This is an optimization exercise on Yosys and OpenROAD, whose aim is small area, not a production implementation. In this exercise RTL edits were held to simulation tests only and were not proved equivalent to the original. Power figures rest on the tool's default switching activity, not on a simulated workload.

===== design/flow/config.mk =====
export PLATFORM = sky130hd
export DESIGN_NAME = parking_meter
export DESIGN_NICKNAME = parking_meter
export VERILOG_FILES = /design/flow/design.v
export SDC_FILE = /design/flow/constraint.sdc
export NUM_CORES = 4
export LEC_CHECK = 0
export CAP_MARGIN = 20
export CORE_MARGIN = 2
export CORE_UTILIZATION = 40
export SLEW_MARGIN = 20

===== design/flow/constraint.sdc =====
create_clock -name core_clock -period 60.0 [get_ports {clk}]
set_input_delay 12.0000 -clock core_clock [delete_from_list [all_inputs] [get_ports {clk}]]
set_output_delay 12.0000 -clock core_clock [all_outputs]
set_load 0.01 [all_outputs]

===== design/flow/design.v =====
module parking_meter(clk, rst, rst1, rst2, add1, add2, add3, add4, led_seg, a1, a2, a3, a4, val1, val2, val3, val4);
    input clk, rst, rst1, rst2, add1, add2, add3, add4;
    output [6:0] led_seg;
    output a1, a2, a3, a4;
    output [3:0] val1, val2, val3, val4;
    localparam S_IDLE = 4'd0, S_P16 = 4'd1, S_P150 = 4'd2, S_A60 = 4'd3, S_A120 = 4'd4,
               S_A180 = 4'd5, S_A300 = 4'd6, S_RUN = 4'd7, S_EXP = 4'd9;
    reg [3:0] st;
    reg [6:0] cnt;
    reg [3:0] d3, d2, d1, d0;      
    reg [5:0] fc;
    reg fclk;
    reg [1:0] ap;                  
    reg first;                     
    reg blank;
    reg [3:0] dig;                 
    wire tick = (cnt == 7'd100);
    wire zero = ({d3, d2, d1, d0} == 16'd0);
    wire lt180 = (d3 == 4'd0) && ((d2 == 4'd0) || (d2 == 4'd1 && d1 < 4'd8));
    wire anyadd = add1 | add2 | add3 | add4;
    wire [3:0] addst = add1 ? S_A60 : add2 ? S_A120 : add3 ? S_A180 : S_A300;
    reg [3:0] nst;
    always @(*) begin
        case (st)
            S_IDLE:                          nst = anyadd ? addst : S_IDLE;
            S_P16, S_P150:                   nst = anyadd ? addst : S_RUN;
            S_A60, S_A120, S_A180, S_A300:   nst = S_RUN;
            S_RUN:                           nst = anyadd ? addst : (zero ? S_EXP : S_RUN);
            default:                         nst = anyadd ? addst : S_IDLE;
        endcase
    end
    always @(posedge clk) begin
        if (rst) st <= S_IDLE;
        else if (rst1) st <= S_P16;
        else if (rst2) st <= S_P150;
        else st <= nst;
    end
    always @(posedge clk) begin
        if (rst || tick) cnt <= 7'd1;
        else if (st == S_IDLE) cnt <= 7'd0;
        else if (st == S_P16 || st == S_P150) cnt <= 7'd1;
        else cnt <= cnt + 7'd1;
    end
    reg [3:0] k2, k1;
    always @(*) begin
        case (st)
            S_A60:   begin k2 = 4'd0; k1 = 4'd6; end
            S_A120:  begin k2 = 4'd1; k1 = 4'd2; end
            S_A180:  begin k2 = 4'd1; k1 = 4'd8; end
            S_A300:  begin k2 = 4'd3; k1 = 4'd0; end
            default: begin k2 = 4'd0; k1 = 4'd0; end
        endcase
    end
    wire [4:0] t1 = d1 + k1;
    wire c1 = t1 > 5'd9;
    wire [3:0] s1 = c1 ? t1 - 5'd10 : t1[3:0];
    wire [4:0] t2 = d2 + k2 + c1;
    wire c2 = t2 > 5'd9;
    wire [3:0] s2 = c2 ? t2 - 5'd10 : t2[3:0];
    wire [4:0] t3 = d3 + c2;
    wire c3 = t3 > 5'd9;
    wire [3:0] s3 = c3 ? 4'd0 : t3[3:0];
    reg [15:0] x;
    always @(*) begin
        case (st)
            S_P16:  x = 16'h0016;
            S_P150: x = 16'h0150;
            S_A60, S_A120, S_A180, S_A300: x = {s3, s2, s1, d0};
            default: x = {d3, d2, d1, d0};
        endcase
    end
    wire b0 = tick && x[3:0] == 4'd0;
    wire b1 = b0 && x[7:4] == 4'd0;
    wire b2 = b1 && x[11:8] == 4'd0;
    wire [3:0] y0 = !tick ? x[3:0] : (x[3:0] == 4'd0 ? 4'd9 : x[3:0] - 4'd1);
    wire [3:0] y1 = !b0 ? x[7:4] : (x[7:4] == 4'd0 ? 4'd9 : x[7:4] - 4'd1);
    wire [3:0] y2 = !b1 ? x[11:8] : (x[11:8] == 4'd0 ? 4'd9 : x[11:8] - 4'd1);
    wire [3:0] y3 = !b2 ? x[15:12] : x[15:12] - 4'd1;
    wire isadd = (st == S_A60 || st == S_A120 || st == S_A180 || st == S_A300);
    always @(posedge clk) begin
        if (st == S_IDLE || st == S_EXP) {d3, d2, d1, d0} <= 16'd0;
        else if (isadd && c3) {d3, d2, d1, d0} <= 16'h9999;
        else {d3, d2, d1, d0} <= {y3, y2, y1, y0};
    end
    always @(posedge clk) begin
        if (rst || st == S_EXP || fc == 6'd49) fc <= 6'd0;
        else fc <= fc + 6'd1;
        if (rst) fclk <= 1'b1;
        else if (fc == 6'd49) fclk <= ~fclk;
    end
    wire nblank = zero ? !fclk : (lt180 && d0[0]);
    wire [1:0] ap_n = first ? ap : ap + 2'd1;
    reg [3:0] seld;
    always @(*) begin
        case (ap_n)
            2'd0: seld = d3;
            2'd1: seld = d2;
            2'd2: seld = d1;
            default: seld = d0;
        endcase
    end
    always @(posedge clk) begin
        if (rst) begin
            ap <= 2'd0;
            first <= 1'b1;
            blank <= 1'b0;
            dig <= 4'd0;
        end else begin
            ap <= ap_n;
            first <= 1'b0;
            blank <= nblank;
            if (!nblank) dig <= seld;
        end
    end
    assign a1 = blank | (ap != 2'd0);
    assign a2 = blank | (ap != 2'd1);
    assign a3 = blank | (ap != 2'd2);
    assign a4 = blank | (ap != 2'd3);
    reg [6:0] seg;
    always @(*) begin
        case (dig)
            4'd0: seg = 7'b0000001;
            4'd1: seg = 7'b1001111;
            4'd2: seg = 7'b0010010;
            4'd3: seg = 7'b0000110;
            4'd4: seg = 7'b1001100;
            4'd5: seg = 7'b0100100;
            4'd6: seg = 7'b0100000;
            4'd7: seg = 7'b0001111;
            4'd8: seg = 7'b0000000;
            4'd9: seg = 7'b0000100;
            default: seg = 7'bxxxxxxx;
        endcase
    end
    assign led_seg = seg;
    assign val1 = d3;
    assign val2 = d2;
    assign val3 = d1;
    assign val4 = d0;
endmodule

===== design/flow/run.sh =====
#!/bin/bash
# synth_recipe.tcl (not shown) runs the flow's synth.tcl, then flattens the netlist and writes it again
# the make line also repeats each setting of config.mk as NAME=value (left out here)
make -C /OpenROAD-flow-scripts/flow DESIGN_CONFIG=/design/flow/config.mk WORK_HOME=/design/flow/orfs CLKGATE_MAP_FILE= SYNTH_SCRIPT=/design/flow/synth_recipe.tcl finish

==> results.txt <==
| Step | Metric | This run |
|:---|:---|:---|
| synthesis | Number of warnings reported in the yosys synthesis log | 1 |
| global routing | Wire length of the first global-routing pass | 15.4 mm |
| synthesis | Unique cell type count in the Yosys netlist | 66 |
| synthesis | Post-synth EDFFs | 0 |
| clock network | Clock-pin slew on the worst setup and hold paths | 0.10 ns |
| place | Final Wtd Congestion | 0.844 |
| clock network | Max Root-Sink Buffers | 2 |
| drt | Total via count in the routed design | 3,301 |
| global routing | Largest net degree at the start of global routing | 24 |
| finish | Fraction of final layout cells sized beyond drive strength 1 | 6.48% |
| synthesis | Average size of a mapped cell | 8.17 sq um |
| floorplan | Full die area | 0.00974 sq mm |
| timing | Fin crit share | 22.8% |
| finish | Net count, final | 496 |
| synthesis | Synth async-reset ratio | 0% |
| worst setup path | Cell with the most instances on the worst path | o21ai_0 |
| drt | Via density per instance | 5.78 |
| floorplan | Placement Rows | 34 |
| timing | Worst Slack Setup Final | 46.32 ns |
| timing | Final total negative setup slack | 0 ns |
| worst setup path | CP endpoint kind | flop |
| clock network | CTS sink cnt | 49 |
| worst setup path | CP Cell Sequence | clkdlybuf4s50_1 > nor3_1 > nor4b_1 > nor4bb_1 > o21ai_0 > o21ai_0 > a21oi_1 > o21a_1 |
| drt | Antenna Nets Post-Route | 0 |
| finish | Area growth, synth to finish | 13.8% |
| drt | Iteration-0 DRC Markers | 170 |
| place | Pre-CTS setup slack | 46.03 ns |
| timing | Setup repair after global routing missed its margin | false |
| worst hold path | Classification of the worst-slack hold path | flop to flop |
| timing | Pins over their slew limit | 0 |
| worst setup path | Worst R2R End | d3[2] |
| synthesis | Post-Synthesis Cells | 439 |
| worst setup path | Worst setup path start | add2 |
| finish | Antenna cell count | 0 |
| drt | TritonRoute pass-1 iters | 5 |
| global routing | Initial antenna violation count | 0 |
| drt | # DRC | 0 |
| drt | Total length of routed wires | 8.91 mm |
| worst setup path | Register-to-Register Path Depth | 28 |
| run | Max-cap violation count | 0 |
| worst setup path | Capture point of the critical path | st[1] |
| worst setup path | Startpoint type of the worst setup path | primary input |
| floorplan | Placeable core region | 0.00872 sq mm |
| clock network | H-tree levels | 2 |
| synthesis | Top cell type's share of synthesized area | 27.3% |
| run status | Outcome | timing/DRC/antenna clean |
| timing | Number of setup violations in the final report | 0 |
| clock network | Inserted Clock Buffers | 5 |
| worst setup path | Worst path arrival time | 13.89 ns |
| finish | Storage cell area | 981 sq um |
| pwr | Total power divided by cell area | 17.7 mW/mm^2 |
| finish | Count of fill cells added during filler insertion | 862 |
| synthesis | Dominant register cell in the synthesized netlist | dfxtp_1 |
| worst setup path | R2r startpoint | st[1] |
| clock network | Clock tree root buffer cell | clkbuf_8 |
| floorplan | IO Pins | 35 |
| worst setup path | Worst Path Required | 60.21 ns |
| timing | Maximum clock skew at final layout | 0.00790 ns |
| pwr | Maximum vdd drop | 0.00000946 V |
| worst setup path | Internal reg-to-reg setup slack | 53.14 ns |
| global routing | Vias in the first global route | 3,126 |
| clock network | Count of hold buffers inserted by post-cts repair | 0 |
| synthesis | Library cell with the largest summed area after synthesis | dfxtp_1 |
| clock network | Number of setup buffers added after CTS | 0 |
| timing | Pin slew with the least headroom to its limit | 0.919 ns |
| place | Post-detailed-placement half-perimeter wirelength | 6.71 mm |
| synthesis | Number of storage elements in the synthesis netlist | 49 |
| worst setup path | Maximum fanout encountered on the critical timing path | 3 |
| timing | Worst relative slew slack | 38.6% |
| timing | Final hold violation count | 0 |
| synthesis | Number of nets produced by synthesis | 473 |
| synthesis | Post-Syn Area | 0.00359 sq mm |
| drt | Final routed wire length divided by cell count | 15.6 um |
| worst setup path | Maximum single-stage delay on the critical path | 0.44 ns |
| clock network | Skew-Pair Late Insertion Delay | 0.31 ns |
| floorplan | Die extent in y | 98.7 um |
| floorplan | X dimension of the die | 98.7 um |
| clock network | Post-cts sizing count | 0 |
| timing | Final Critical Period | 13.68 ns |
| finish | Area of the multi-input gates | 0.00242 sq mm |
| floorplan | Initial core utilization | 41.1% |
| synthesis | Largest cells by area after synthesis | dfxtp_1 (27%), ha_1 (8.0%), nor2_1 (5.6%) |
| place | Count of port buffers added during placement | 34 |
| worst setup path | CP max-delay cell | clkdlybuf4s50_1 |
| pwr | Static Leakage | 1.58 nW |
| global routing | Overall track demand over capacity in global routing | 19.1% |
| timing | Peak Freq | 73.1 MHz |
| worst setup path | Classification of the worst setup path | primary input to flop |
| clock network | CTS tree | done |
| synthesis | Post-synthesis sequential area ratio | 27.3% |
| global routing | Overflow left after global routing | 0 |
area by class of cell:
class                           count  share of cell area (%)
Multi-Input combinational cell    345                    59.3
Clock inverter                      3                   0.644
Tap cell                          108                    3.31
Timing Repair Buffer               36                    8.70
Inverter                           25                    2.30
Sequential cell                    49                    24.0
Clock buffer                        5                    1.69
how the worst min path moves through the flow:
stage	cells after the start	slack (ns)	end	from
final	1	0.49	fc[0]	fc[0]
after global routing	1	0.53	fc[0]	fc[0]
after CTS	1	0.49	fc[0]	fc[0]
after detailed placement	1	0.47	fc[0]	fc[0]
after global placement	1	0.45	fc[0]	fc[0]
after floorplan	1	0.43	fc[0]	fc[0]
report_power, final:
group | leakage, nW | switching, W | internal [W] | total [W]
Combinational | 1.13 | 0.00000833 | 0.00000691 | 0.0000152
Clock | 0.0423 | 0.0000125 | 0.00000851 | 0.0000211
Sequential | 0.399 | 0.00000200 | 0.0000338 | 0.0000358
state kept, by name (all words and copies together), names as in the netlist, 4 cells and up:
name / flops
d0: 4
led_seg: 7
cnt: 7
d3: 4
fc: 6
dig: 4
st: 4
d1: 4
d2: 4
per-stage QoR:
stage	total power [W]	hold slack, ns	utilization, %	std cells	instance area, sq um
6_report	0.0000721	0.491	46.8	571	4080
5_1_grt	0.0000759	0.530	46.8	571	4080
4_1_cts	0.0000724	0.488	46.8	571	4080
3_5_place_dp	0.0000518	0.466	45.7	563	3980
3_3_place_gp	0.0000515	0.452	45.7	563	3980
2_1_floorplan	0.0000466	0.433	-	439	3590
metal layers:
| layer | vias up | track usage (%) | share of wire (%) |
|---|---|---|---|
| met4 | 0 | 3.58 | 0.88 |
| met1 | 1586 | 26.1 | 48 |
| met3 | 7 | 2.41 | 3.8 |
| li1 | 1639 | - | - |
| met2 | 69 | 32.9 | 47 |
| met5 | - | 0 | 0 |
cell usage after synthesis (all sizes together) (4+ instances only):
cell	n
o32ai	5
or2	4
buf	7
and2	6
clkbuf	13
nor3	15
inv	25
mux4	4
nand2b	8
mux2i	14
dfxtp	49
a21oi	29
nand2	32
nand3	14
and3	6
nor4	4
ha	23
o31ai	4
a21o	4
o21ai	22
xor2	9
or4	4
a211oi	8
xnor2	10
nor2	54
critical path, delay by kind of cell:
kind,cells,cell delay [ns]
buf+inv,1,0.44
simple gates,3,0.96
compound gates,4,0.50
cells in the final DEF, fill, tap and decap left out, types with 4 or more instances in the layout:
master / synthesis / layout
ha_1: 23 / 23
and3_1: 5 / 5
o32ai_1: 5 / 5
o21ai_0: 22 / 22
mux4_2: 4 / 4
xor2_1: 9 / 9
nor3_1: 15 / 15
a21o_1: 4 / 4
a21oi_1: 29 / 29
inv_1: 25 / 25
mux2i_1: 14 / 13
nor2_1: 54 / 54
or2_2: 4 / 4
o31ai_1: 4 / 4
and2_1: 6 / 6
clkbuf_8: 0 / 5
nand2_1: 32 / 32
or4_1: 4 / 4
nor4_1: 4 / 4
a211oi_1: 8 / 8
xnor2_1: 10 / 10
nand3_1: 14 / 14
clkdlybuf4s50_1: 0 / 34
dfxtp_1: 49 / 49
nand2b_1: 8 / 8
cell families (layout without fill, tap and decap cells):
logic type	count (synthesis)	after routing	synth area share, %
flops	49	49	27.3
simple gates	166	166	23.0
fa+ha+maj	29	29	10.5
xor+xnor	19	19	4.64
mux	20	20	7.04
compound gates	111	111	22.1
buf+inv	45	69	5.26

-- what the ideal ports hide --
The flow's constraints put no driver on any port. The routed layout listed below was extracted and timed again, unchanged, in two steps.
Step 1 (the two cells are an assumption about what drives the block):
set clk [get_ports {clk}]
set_driving_cell -lib_cell sky130_fd_sc_hd__clkbuf_16 $clk
set_driving_cell -lib_cell sky130_fd_sc_hd__buf_2 [delete_from_list [all_inputs] $clk]
Step 2 times the ports against the registers' clock, not the clock port: input delays grow and output delays shrink by t, the midpoint of the rising clock arrivals with the driver on.
a / b / c = ideal ports / drivers / drivers and shift; a / b = the first two.
shift t [ns]: 0.337
setup slack, ns: 46.317 / 46.317 / 45.985
worst setup path at the end: input to register
After both steps setup and hold are still met in this run. For this run, drivers alone change the setup slack by 0.000 ns; drivers and shift together by -0.332 ns.
